This is an optimization exercise on Yosys and OpenROAD, whose aim is small area, a short achievable clock period and few clock cycles per item, not a production implementation.
At most, simulation tests tie the RTL to the original design; equivalence was not proved.

## haze_removal
module haze_removal( clock, reset, in_valid, frame_start, win_r, win_g, win_b,
                     out_valid, Jr, Jg, Jb );
Size in the first run: ~3400 cells after synthesis, ~190 flip-flops, ~250 I/O pins.
==> module alight_est, before the edit <==
module alight_est( clock, reset, valid, start, min, A, Aq );
input clock;
input reset;
input valid;
input start;
input  [7:0] min;
output [7:0] A;
output [6:0] Aq;
reg [6:0] Areg;
wire [6:0] base = start ? 7'd52 : Areg;         
wire lt;
LT8 cmp ({1'b1, base}, min, lt);
assign A  = lt ? min : {1'b1, base};
assign Aq = Areg;
always @(posedge clock)
begin
    if (reset)      Areg <= 7'd52;
    else if (valid) Areg <= A[6:0];
end
endmodule
==> module div_step, before the edit <==
module div_step #(parameter K = 7) ( x, t, y );
input  [23:0] x;
input  [7:0]  t;
output [23:0] y;
wire [8:0] a = {x[7:0], 1'b0};
wire [8:0] d;
wire [9:0] bw;
assign bw[0] = 1'b0;
genvar i;
generate for (i = 0; i < 9; i = i + 1) begin : gi
    wire ti = (i < 8) ? t[i] : 1'b0;
    assign d[i]    = a[i] ^ ti ^ bw[i];
    assign bw[i+1] = (a[i] ^ ti) ? ti : bw[i];
end endgenerate
wire       b  = ~bw[9];                      
wire [7:0] rn = b ? d[7:0] : a[7:0];
wire [7:0] q  = x[15:8] | ({7'd0, b} << K);
assign y = {x[23:16], q, (K == 0) ? 8'd0 : rn};
endmodule
==> module haze_removal, before the edit <==
module haze_removal( clock, reset, in_valid, frame_start, win_r, win_g, win_b,
                     out_valid, Jr, Jg, Jb );
parameter ICUT = 0;                   
parameter GCUT = 1;                   
parameter MCUT = 0;                   
parameter [7:0] DCUT = 8'b00001000;   
parameter SCUT = 0;                   
parameter OCUT = 1;                   
input clock;
input reset;
input in_valid;
input frame_start;
input [71:0] win_r, win_g, win_b;
output out_valid;
output [7:0] Jr, Jg, Jb;
wire [71:0] wr, wg, wb;
wire        v0, fs0;
PIPE  #(217, ICUT) p_i  (clock, {frame_start, win_r, win_g, win_b}, {fs0, wr, wg, wb});
VPIPE #(ICUT)      p_iv (clock, reset, in_valid, v0);
wire [23:0] gr_c, gg_c, gb_c;
MINB #(3) g_r0 (wr[23:0],  gr_c[7:0]);
MINB #(3) g_r1 (wr[47:24], gr_c[15:8]);
MINB #(3) g_r2 (wr[71:48], gr_c[23:16]);
MINB #(3) g_g0 (wg[23:0],  gg_c[7:0]);
MINB #(3) g_g1 (wg[47:24], gg_c[15:8]);
MINB #(3) g_g2 (wg[71:48], gg_c[23:16]);
MINB #(3) g_b0 (wb[23:0],  gb_c[7:0]);
MINB #(3) g_b1 (wb[47:24], gb_c[15:8]);
MINB #(3) g_b2 (wb[71:48], gb_c[23:16]);
wire [23:0] gr, gg, gb;
wire [7:0]  cr1, cg1, cb1;
wire        v1, fs1;
PIPE  #(97, GCUT) p_g  (clock, {fs0, gr_c, gg_c, gb_c, wr[39:32], wg[39:32], wb[39:32]},
                               {fs1, gr, gg, gb, cr1, cg1, cb1});
VPIPE #(GCUT)      p_gv (clock, reset, v0, v1);
wire [7:0] mr_c, mg_c, mb_c, bc3;
transmission_estimation bc_est (cr1, cg1, cb1, bc3);
MINB #(3) m_r (gr, mr_c);
MINB #(3) m_g (gg, mg_c);
MINB #(3) m_b (gb, mb_c);
wire [7:0] mr, mg, mb, bc3m, cr, cg, cb;
wire       v2, fs2;
PIPE  #(57, MCUT) p_m  (clock, {fs1, mr_c, mg_c, mb_c, bc3, cr1, cg1, cb1},
                               {fs2, mr, mg, mb, bc3m, cr, cg, cb});
VPIPE #(MCUT)     p_mv (clock, reset, v1, v2);
wire [7:0] t_n;
MINB #(4) t_max ({~bc3m, mr, mg, mb}, t_n);
wire [7:0] t = ~t_n;
wire [7:0] Ar, Ag, Ab;        
wire [6:0] Ar_q, Ag_q, Ab_q;  
alight_est al_r (clock, reset, v2, fs2, mr, Ar, Ar_q);
alight_est al_g (clock, reset, v2, fs2, mg, Ag, Ag_q);
alight_est al_b (clock, reset, v2, fs2, mb, Ab, Ab_q);
wire [7:0] dr, dg, db;
wire       sr, sg, sb;
ABSDIFF ad_r (cr, Ar, dr, sr);
ABSDIFF ad_g (cg, Ag, dg, sg);
ABSDIFF ad_b (cb, Ab, db, sb);
wire [23:0] br [0:8];
wire [23:0] bg [0:8];
wire [23:0] bb [0:8];
wire [7:0]  tt [0:8];
wire        vv [0:8];
assign br[0] = {sr, Ar[6:0], 8'd0, dr};
assign bg[0] = {sg, Ag[6:0], 8'd0, dg};
assign bb[0] = {sb, Ab[6:0], 8'd0, db};
assign tt[0] = t;
assign vv[0] = v2;
genvar k;
generate
for (k = 0; k < 8; k = k + 1) begin : step
    wire [23:0] xr, xg, xb;
    wire [7:0]  xt;
    wire        xv;
    DPIPE #(DCUT[k], (DCUT & ((8'd1 << k) - 8'd1)) != 8'd0) p_d (clock, reset, br[k], bg[k], bb[k], tt[k], vv[k],
                                 Ar_q, Ag_q, Ab_q, xr, xg, xb, xt, xv);
    div_step #(.K(7-k)) sr (xr, xt, br[k+1]);
    div_step #(.K(7-k)) sg (xg, xt, bg[k+1]);
    div_step #(.K(7-k)) sb (xb, xt, bb[k+1]);
    assign tt[k+1] = xt;
    assign vv[k+1] = xv;
end
endgenerate
wire [23:0] yr, yg, yb;
wire [7:0]  yt;
wire        yv;
DPIPE #(SCUT, DCUT != 8'd0) p_s (clock, reset, br[8], bg[8], bb[8], tt[8], vv[8],
                          Ar_q, Ag_q, Ab_q, yr, yg, yb, yt, yv);
wire [7:0] Jr_c, Jg_c, Jb_c;
scene_recovery rc_r ({1'b1, yr[22:16]}, yr[15:8], yr[23], Jr_c);
scene_recovery rc_g ({1'b1, yg[22:16]}, yg[15:8], yg[23], Jg_c);
scene_recovery rc_b ({1'b1, yb[22:16]}, yb[15:8], yb[23], Jb_c);
PIPE  #(24, OCUT) p_o  (clock, {Jr_c, Jg_c, Jb_c}, {Jr, Jg, Jb});
VPIPE #(OCUT)     p_ov (clock, reset, yv, out_valid);
endmodule
==> flow/config.mk <==
export PLATFORM = sky130hd
export DESIGN_NAME = haze_removal
export DESIGN_NICKNAME = haze_removal
export VERILOG_FILES = /design/flow/design.v
export SDC_FILE = /design/flow/constraint.sdc
export NUM_CORES = 4
export LEC_CHECK = 0
export ABC_AREA = 1
export CAP_MARGIN = 20
export CORE_MARGIN = 2
export CORE_UTILIZATION = 40
export SLEW_MARGIN = 20
==> flow/constraint.sdc <==
create_clock -name core_clock -period 40.0 [get_ports {clock}]
set_input_delay 8.0000 -clock core_clock [delete_from_list [all_inputs] [get_ports {clock}]]
set_output_delay 8.0000 -clock core_clock [all_outputs]
set_load 0.01 [all_outputs]
standard.sh (not shown) runs the stock make flow with config.mk's settings and CLKGATE_MAP_FILE= SYNTH_SCRIPT=/design/flow/synth_recipe.tcl, a recipe that flattens the netlist after the stock synthesis.
==> flow/flow/run.sh <==
#!/bin/bash
# The standard layout (bash standard.sh: ORFS synthesis to finish, with
# the standard flow's config.mk and SDC unchanged), with two changes to how the layout is
# made:
#  * the port buffers are plain buffers (buf_1) instead of the delay buffers
#    that buffer_ports otherwise picks;
#  * repair_timing aims for a setup slack margin, so that the resizer works on
#    the critical paths although the 40 ns clock is met with room to spare.
# Each tool's full output goes to standard.log in this folder (ORFS also
# keeps its per-step logs under orfs/logs).
set -euo pipefail
export BUFFER_PORTS_ARGS="-buffer_cell sky130_fd_sc_hd__buf_1"
export SETUP_SLACK_MARGIN=${SETUP_SLACK_MARGIN_OVERRIDE:-28.5}
bash standard.sh > standard.log 2>&1
Testbench counts at the start, summed over its fixed seeds: cycles 16,016, items 16,000.
Then changed:
--- a/flow/design.v
+++ b/flow/design.v
@@ -49,11 +49,11 @@
 output [7:0] A;
 output [6:0] Aq;
 reg [6:0] Areg;
 wire [6:0] base = start ? 7'd52 : Areg;         
-wire lt;
-LT8 cmp ({1'b1, base}, min, lt);
-assign A  = lt ? min : {1'b1, base};
+wire [7:0] mx_n;
+MINB #(2) mx ({~min, 1'b0, ~base}, mx_n);
+assign A  = ~mx_n;
 assign Aq = Areg;
 always @(posedge clock)
 begin
     if (reset)      Areg <= 7'd52;
@@ -103,13 +103,20 @@
 assign bw[0] = 1'b0;
 genvar i;
 generate for (i = 0; i < 9; i = i + 1) begin : gi
     wire ti = (i < 8) ? t[i] : 1'b0;
-    assign d[i]    = a[i] ^ ti ^ bw[i];
+    assign d[i]    = 1'b0;
     assign bw[i+1] = (a[i] ^ ti) ? ti : bw[i];
 end endgenerate
 wire       b  = ~bw[9];                      
-wire [7:0] rn = b ? d[7:0] : a[7:0];
+wire [7:0] ts = t & {8{b}};
+wire [8:0] b2;
+wire [7:0] rn;
+assign b2[0] = 1'b0;
+for (i = 0; i < 8; i = i + 1) begin : gs
+    assign rn[i]   = a[i] ^ ts[i] ^ b2[i];
+    assign b2[i+1] = (a[i] ^ ts[i]) ? ts[i] : b2[i];
+end
 wire [7:0] q  = x[15:8] | ({7'd0, b} << K);
 assign y = {x[23:16], q, (K == 0) ? 8'd0 : rn};
 endmodule
 module scene_recovery( A, q, s, J );
@@ -130,12 +137,12 @@
 endmodule
 `timescale 1ns / 1ps
 module haze_removal( clock, reset, in_valid, frame_start, win_r, win_g, win_b,
                      out_valid, Jr, Jg, Jb );
-parameter ICUT = 0;                   
-parameter GCUT = 1;                   
+parameter ICUT = 1;                   
+parameter GCUT = 0;                   
 parameter MCUT = 0;                   
-parameter [7:0] DCUT = 8'b00001000;   
+parameter [7:0] DCUT = 8'b01000001;   
 parameter SCUT = 0;                   
 parameter OCUT = 1;                   
 input clock;
 input reset;
@@ -165,11 +172,11 @@
                                {fs1, gr, gg, gb, cr1, cg1, cb1});
 VPIPE #(GCUT)      p_gv (clock, reset, v0, v1);
 wire [7:0] mr_c, mg_c, mb_c, bc3;
 transmission_estimation bc_est (cr1, cg1, cb1, bc3);
-MINB #(3) m_r (gr, mr_c);
-MINB #(3) m_g (gg, mg_c);
-MINB #(3) m_b (gb, mb_c);
+MIN9 m_r (wr, mr_c);
+MIN9 m_g (wg, mg_c);
+MIN9 m_b (wb, mb_c);
 wire [7:0] mr, mg, mb, bc3m, cr, cg, cb;
 wire       v2, fs2;
 PIPE  #(57, MCUT) p_m  (clock, {fs1, mr_c, mg_c, mb_c, bc3, cr1, cg1, cb1},
                                {fs2, mr, mg, mb, bc3m, cr, cg, cb});
=> The changed run ran to the end with no violations; final area climbs by 14%; die area climbs by 15%; clock-buffer cell count climbs by 37; utilization drops by 0.68 points; wire length climbs by 6.6%; sequential share of layout area climbs by 13 points.
No functional check of the RTL was part of the second run of this note.

## re-timing with driven ports
The flow's constraints put no driver on any port. The routed layouts listed below were extracted and timed again, unchanged, in two steps.
Step 1 (the two cells are an assumption about what drives the block):
set clk [get_ports {clock}]
set_driving_cell -lib_cell sky130_fd_sc_hd__clkbuf_16 $clk
set_driving_cell -lib_cell sky130_fd_sc_hd__buf_2 [delete_from_list [all_inputs] $clk]
Step 2 moves the port delays by t, midway between the first and last clock arrival at a register: inputs arrive t later, outputs are due t later. That takes back most of the time a late clock gives input paths.
Slacks: ideal ports / drivers / drivers and shift; pairs: ideal ports / drivers.
run	t (ns)	setup WS [ns]	slew at the worst register clock pin (ns)
the first run	0.532	28.893 / 28.929 / 28.396	0.09 / 0.09
the second run	0.621	30.632 / 30.632 / 30.632	0.07 / 0.07
After both steps setup and hold are still met in every run listed. For the first run, which loses most, drivers alone change the setup slack by +0.036 ns; drivers and shift together by -0.497 ns.
